What follows belongs to an exercise in optimizing a design on an open flow for small area, a short achievable clock period and few clock cycles; a production flow would make more cautious choices. In this exercise RTL edits were held to simulation tests only and were not proved equivalent to the original. Power figures rest on the tool's default switching activity, not on a simulated workload.

==> v36: inputs <==
## milestone1
module milestone1(
   input  logic        clock,
   input  logic        resetn,
   input  logic [15:0] SRAM_read_data,
   output logic [17:0] SRAM_address,
   output logic [15:0] SRAM_write_data,
   output logic        SRAM_we_n,
   input  logic        M1_start,
   output logic        M1_end
);
logic [4:0]  t;
logic        run;
logic        st;          
logic [6:0]  gr;          
logic [15:0] yaddr;       
logic [17:0] waddr;       
wire last_grp = (gr == 7'd79);
wire g78      = (gr == 7'd78);
wire img_done = yaddr[15] & yaddr[12] & yaddr[10] & yaddr[9] & yaddr[1];  
logic [7:0]  win [1:11];   
logic [7:0]  st_u, st_v;   
logic [7:0]  yl;           
logic [8:0]  cu;           
logic [7:0]  py;           
logic [8:0]  pu, pv;
logic [10:0] pu3, pv3;     
logic [7:0]  h1, h2;       
logic clamp5;    
always_ff @(posedge clock) clamp5 <= (t == 5'd9 && g78) || (t == 5'd0 && last_grp);
wire [7:0] tp5 = clamp5 ? win[9] : win[11];
wire [7:0] w2 = win[2], w4 = win[4], w6 = win[6], w8 = win[8], w10 = win[10];
wire ip_w2, ip_w1;
fadd u_ip_w1 (.a(w2[3]), .b(w2[5]), .c(w2[7]), .s(ip_w1), .co(ip_w2));
wire ip_w3 = ~1'b0 ^ w2[4];
wire ip_w4 = ~1'b0 & w2[4];
wire ip_w5 = ~1'b0 ^ w2[5];
wire ip_w6 = ~1'b0 & w2[5];
wire ip_w8, ip_w7;
fadd u_ip_w7 (.a(w2[1]), .b(w2[3]), .c(w2[5]), .s(ip_w7), .co(ip_w8));
wire ip_w10, ip_w9;
fadd u_ip_w9 (.a(w2[2]), .b(w2[4]), .c(w2[6]), .s(ip_w9), .co(ip_w10));
wire ip_w12, ip_w11;
fadd u_ip_w11 (.a(w4[3]), .b(w4[4]), .c(w10[3]), .s(ip_w11), .co(ip_w12));
wire ip_w13 = w10[4] ^ w6[1];
wire ip_w14 = w10[4] & w6[1];
wire ip_w16, ip_w15;
  ...
clock: 11.0 ns
lec_check: 0
cap_margin: 20
core_margin: 2
core_utilization: 60
cts_buf_list: sky130_fd_sc_hd__clkbuf_8
cts_cluster_diameter: 80
cts_cluster_size: 20
place_density: 0.75
slew_margin: 20
synth_hierarchical: 1
synth_minimum_keep_size: 0
standard.sh (not shown) runs the stock make flow with config.mk's settings and CLKGATE_MAP_FILE= SYNTH_SCRIPT=/design/flow/synth_recipe.tcl, a recipe that flattens the netlist after the stock synthesis.
==> flow/flow/run.sh <==
#!/bin/bash
# The standard layout; the timing repair aims at a tighter setup target
# (repair_timing setup margin), and the clock tree is built without dummy loads.
# Clock and constraints are unchanged.
set -euo pipefail
bash standard.sh SETUP_SLACK_MARGIN=7.7 "CTS_ARGS=-sink_clustering_enable -repair_clock_nets -sink_clustering_size 20 -sink_clustering_max_diameter 80 -buf_list sky130_fd_sc_hd__clkbuf_8 -dont_use_dummy_load" finish > standard.log 2>&1
==> v8 (differences from v36) <==
--- a/flow/design.v
+++ b/flow/design.v
@@ -797,12 +797,15 @@
       5'd10, 5'd15: begin d_sh = 1'b1; d_stu = 1'b1; end
       5'd11: begin d_sh = 1'b1; d_stv = 1'b1; end
       default: ;
    endcase
 end
-always_ff @(posedge clock) begin
-   begin
+always_ff @(posedge clock or negedge resetn) begin
+   if (!resetn) begin
+      t_we <= 1'b0; t_yrd <= 1'b0; t_le <= 1'b0; isv <= 1'b0; coff <= 2'd0;
+      sh <= 1'b0; sh_bus <= 1'b0; sh_stu <= 1'b0; sh_stv <= 1'b0;
+   end else begin
       t_we  <= !stn && ((tn <= 5'd4) || (tn == 5'd9));
       t_yrd <= (tn == 5'd5) || (tn == 5'd8 && !(stn && n_g78)) || (tn == 5'd14);
       t_le  <= (tn == 5'd1) || (tn == 5'd8);
       isv   <= (tn == 5'd7) || (tn == 5'd11);
       coff  <= ((tn == 5'd6) || (tn == 5'd7)) ? (n_g78 ? (stn ? 2'd0 : 2'd1) : 2'd2)
==> flow/flow/run.sh (replaced) <==
#!/bin/bash
# The standard layout; the timing repair aims at a tighter setup target
# (repair_timing setup margin), and the clock tree is built without dummy loads.
# Clock and constraints are unchanged.
set -euo pipefail
bash standard.sh SETUP_SLACK_MARGIN=8.0 "CTS_ARGS=-sink_clustering_enable -repair_clock_nets -sink_clustering_size 30 -sink_clustering_max_diameter 100 -dont_use_dummy_load" finish > standard.log 2>&1
==> flow/config.mk (replaced) <==
export PLATFORM = sky130hd
export DESIGN_NAME = milestone1
export DESIGN_NICKNAME = milestone1
export VERILOG_FILES = /design/flow/design.v
export SDC_FILE = /design/flow/constraint.sdc
export NUM_CORES = 4
export LEC_CHECK = 0
export CAP_MARGIN = 20
export CORE_MARGIN = 2
export CORE_UTILIZATION = 40
export CTS_CLUSTER_DIAMETER = 100
export CTS_CLUSTER_SIZE = 30
export SLEW_MARGIN = 20
export SYNTH_HIERARCHICAL = 1
export SYNTH_MINIMUM_KEEP_SIZE = 0
==> results.txt <==
                                                               v8                 v36
Filler instances                                             5062                2711
Num tapcells                                                  748                 468
Metal3 WL                                                 1770 um             2800 um
Detailed-route vias per instance                             5.13                5.77
Share of cells above drive strength 1                       15.7%               9.75%
Post CTS Setup Buffer Count                                    40                   1
Sw power                                                   846 uW              797 uW
Final-layout non-clock buffer area share                    4.17%               2.58%
Multi-input combinational gate total                         1193                1195
Post-route met1 wirelength                               23700 um            20100 um
All-Layer GR Usage                                          18.4%               25.4%
Destination of the critical timing path                 SRAM_we_n  SRAM_write_data[2]
GRT met1 Usage                                              25.5%               34.1%
Outcome                          no timing/DRC/antenna violations  no timing/DRC/antenna violations
Smallest setup slack after layout                         7690 ps             7570 ps
Sequential fraction of design power                         53.6%               56.8%
Part of the power in the clock network                      25.4%               22.4%
Worst slew margin                                           29.7%               30.2%
Final hold slack                                           372 ps              369 ps
Count of antenna diodes in the layout                           1                   0
Detail Placement HPWL                                    39900 um            37000 um
Logic depth of the worst setup path including buffers           2                   1
Width of the die                                           241 um              197 um
Post-DR wirelength/cell                                   19.7 um             20.5 um
Combined area of all synthesized cells                  22500 um2           22400 um2
Synth Area in Simple Gates                                  6.76%               7.42%
Xor and xnor area share after synthesis                     3.27%               3.13%
Testbench counts of v36, summed over its fixed seeds: cycles 1,157,880.
Testbench counts of v8, summed over its fixed seeds: cycles 1,157,880.

---

==> run a <==
milestone1 with an RTL version that a note above also has.
==> flow/design.v (excerpt) <==
module milestone1(
   input  logic        clock,
   input  logic        resetn,
   input  logic [15:0] SRAM_read_data,
   output logic [17:0] SRAM_address,
   output logic [15:0] SRAM_write_data,
   output logic        SRAM_we_n,
   input  logic        M1_start,
   output logic        M1_end
);
Settings: LEC_CHECK=0, CAP_MARGIN=20, CORE_MARGIN=2, CORE_UTILIZATION=40, CTS_CLUSTER_DIAMETER=100, CTS_CLUSTER_SIZE=30, SLEW_MARGIN=20, SYNTH_HIERARCHICAL=1, SYNTH_MINIMUM_KEEP_SIZE=0; clock period 11.0 ns.
==> flow/flow/run.sh <==
#!/bin/bash
# The standard layout; the timing repair aims at a tighter setup target
# (repair_timing setup margin), and the clock tree is built without dummy loads.
# Clock and constraints are unchanged.
set -euo pipefail
bash standard.sh SETUP_SLACK_MARGIN=7.8 "CTS_ARGS=-sink_clustering_enable -repair_clock_nets -sink_clustering_size 30 -sink_clustering_max_diameter 100 -dont_use_dummy_load" finish > standard.log 2>&1
==> run b: changes against run a <==
--- a/flow/design.v
+++ b/flow/design.v
@@ -797,15 +797,12 @@
       5'd10, 5'd15: begin d_sh = 1'b1; d_stu = 1'b1; end
       5'd11: begin d_sh = 1'b1; d_stv = 1'b1; end
       default: ;
    endcase
 end
-always_ff @(posedge clock or negedge resetn) begin
-   if (!resetn) begin
-      t_we <= 1'b0; t_yrd <= 1'b0; t_le <= 1'b0; isv <= 1'b0; coff <= 2'd0;
-      sh <= 1'b0; sh_bus <= 1'b0; sh_stu <= 1'b0; sh_stv <= 1'b0;
-   end else begin
+always_ff @(posedge clock) begin
+   begin
       t_we  <= !stn && ((tn <= 5'd4) || (tn == 5'd9));
       t_yrd <= (tn == 5'd5) || (tn == 5'd8 && !(stn && n_g78)) || (tn == 5'd14);
       t_le  <= (tn == 5'd1) || (tn == 5'd8);
       isv   <= (tn == 5'd7) || (tn == 5'd11);
       coff  <= ((tn == 5'd6) || (tn == 5'd7)) ? (n_g78 ? (stn ? 2'd0 : 2'd1) : 2'd2)
==> flow/flow/run.sh (replaced) <==
#!/bin/bash
# The standard layout; the timing repair aims at a tighter setup target
# (repair_timing setup margin), and the clock tree is built without dummy loads.
# Clock and constraints are unchanged.
set -euo pipefail
bash standard.sh SETUP_SLACK_MARGIN=7.7 "CTS_ARGS=-sink_clustering_enable -repair_clock_nets -sink_clustering_size 30 -sink_clustering_max_diameter 100 -dont_use_dummy_load" finish > standard.log 2>&1
- CORE_UTILIZATION: 40 -> 60
- PLACE_DENSITY: unset -> 0.75
==> run c: changes against run a <==
--- a/flow/design.v
+++ b/flow/design.v
@@ -797,15 +797,12 @@
       5'd10, 5'd15: begin d_sh = 1'b1; d_stu = 1'b1; end
       5'd11: begin d_sh = 1'b1; d_stv = 1'b1; end
       default: ;
    endcase
 end
-always_ff @(posedge clock or negedge resetn) begin
-   if (!resetn) begin
-      t_we <= 1'b0; t_yrd <= 1'b0; t_le <= 1'b0; isv <= 1'b0; coff <= 2'd0;
-      sh <= 1'b0; sh_bus <= 1'b0; sh_stu <= 1'b0; sh_stv <= 1'b0;
-   end else begin
+always_ff @(posedge clock) begin
+   begin
       t_we  <= !stn && ((tn <= 5'd4) || (tn == 5'd9));
       t_yrd <= (tn == 5'd5) || (tn == 5'd8 && !(stn && n_g78)) || (tn == 5'd14);
       t_le  <= (tn == 5'd1) || (tn == 5'd8);
       isv   <= (tn == 5'd7) || (tn == 5'd11);
       coff  <= ((tn == 5'd6) || (tn == 5'd7)) ? (n_g78 ? (stn ? 2'd0 : 2'd1) : 2'd2)
==> flow/flow/run.sh (replaced) <==
#!/bin/bash
# The standard layout; the timing repair aims at a tighter setup target
# (repair_timing setup margin), and the clock tree is built without dummy loads.
# Clock and constraints are unchanged.
set -euo pipefail
bash standard.sh SETUP_SLACK_MARGIN=7.7 "CTS_ARGS=-sink_clustering_enable -repair_clock_nets -sink_clustering_size 30 -sink_clustering_max_diameter 100 -dont_use_dummy_load" finish > standard.log 2>&1
- CORE_UTILIZATION: 40 -> 60
==> impl_metrics.json <==
{
  "status": "finished clean",
  "layout.nonclk_buf_share_pct": 2.33,
  "p_leak_nw": 10.0,
  "dp.cells": 2263,
  "synth_xor_area_share_pct": 3.13,
  "final_cell_mix": "fa_1 (274), dfxtp_1 (218), ha_1 (172)",
  "fp-row-count": 70,
  "whs_ns": 0.379,
  "reg2reg_from": "win[8][1]$_DFFE_PP_",
  "firstDrtPassIters": 7,
  "period_share_pct": 30.0,
  "multi_input_cells": 1195,
  "total_power_mw": 2.92,
  "post_cts_resized": 158,
  "final_cell_area_um2": 23900,
  "met2_usage_pct": 44.3,
  "power_frac_comb_pct": 20.4,
  "place_ws_ns": 7.56,
  "internal_power_mw": 2.11,
  "grt_use_met1_pct": 35.1,
  "r2r_slack_ns": 7.79
}
The numbers above come from run c.

==> impl_metrics.json <==
{
  "status": "finished clean",
  "p_leak_nw": 9.98,
  "total_power_mw": 2.90,
  "reg2reg_from": "win[6][5]$_DFFE_PP_",
  "place_ws_ns": 7.63,
  "power_frac_comb_pct": 20.3,
  "final_cell_area_um2": 23800,
  "endpoint_kind": "output pin",
  "whs_ns": 0.367,
  "internal_power_mw": 2.10,
  "period_share_pct": 30.0,
  "multi_input_cells": 1195,
  "r2r_slack_ns": 7.76,
  "post_cts_resized": 159,
  "synth_xor_area_share_pct": 3.13,
  "firstDrtPassIters": 5,
  "layout.nonclk_buf_share_pct": 1.93,
  "fp-row-count": 70,
  "met2_usage_pct": 43.3,
  "dp.cells": 2263
}
The numbers above come from run b.

==> impl_metrics.json <==
{
  "status": "finished clean",
  "final_cell_area_um2": 24600,
  "multi_input_cells": 1193,
  "r2r_slack_ns": 7.78,
  "layout.nonclk_buf_share_pct": 2.92,
  "whs_ns": 0.365,
  "dp.cells": 2541,
  "reg2reg_from": "win[4][7]$_DFFE_PP_",
  "power_frac_comb_pct": 20.6,
  "p_leak_nw": 10.4,
  "fp-row-count": 86,
  "post_cts_resized": 176,
  "met2_usage_pct": 30.8,
  "place_ws_ns": 7.31,
  "period_share_pct": 30.1,
  "total_power_mw": 2.98,
  "firstDrtPassIters": 5,
  "synth_xor_area_share_pct": 3.27
}
The numbers above come from run a.

Testbench counts of run a, summed over its fixed seeds: cycles 1,157,880.
Testbench counts of run b, summed over its fixed seeds: cycles 1,157,880.
Testbench counts of run c, summed over its fixed seeds: cycles 1,157,880.

-- what the ideal ports hide --
The results above use ideal ports. As a check the final layouts listed here were re-extracted and re-timed, cells and wires unchanged.
Step 1: set_driving_cell puts a clkbuf_16 on clock and a buf_2 on each other input, an assumption about the parent block.
Step 2 adds t to the input delays and takes it off the output delays; t is the mean of the earliest and latest rising clock arrival at the registers after step 1. Input paths then give back, and output paths get back, about the clock's delay inside the block.
Three values: ideal, step 1, step 2; two values: the first two.
run | shift t [ns] | setup WS [ns] | hold slack, ns
v36 | 0.657 | 7.565 / 7.512 / 7.768 | 0.369 / 0.369 / 0.369
v8 | 0.577 | 7.688 / 7.633 / 7.822 | 0.372 / 0.372 / 0.372
run a | 0.580 | 7.688 / 7.630 / 7.778 | 0.365 / 0.365 / 0.365
run b | 0.559 | 7.704 / 7.652 / 7.764 | 0.367 / 0.367 / 0.367
run c | 0.566 | 7.700 / 7.644 / 7.787 | 0.379 / 0.379 / 0.379
After both steps every run listed still meets setup and hold.
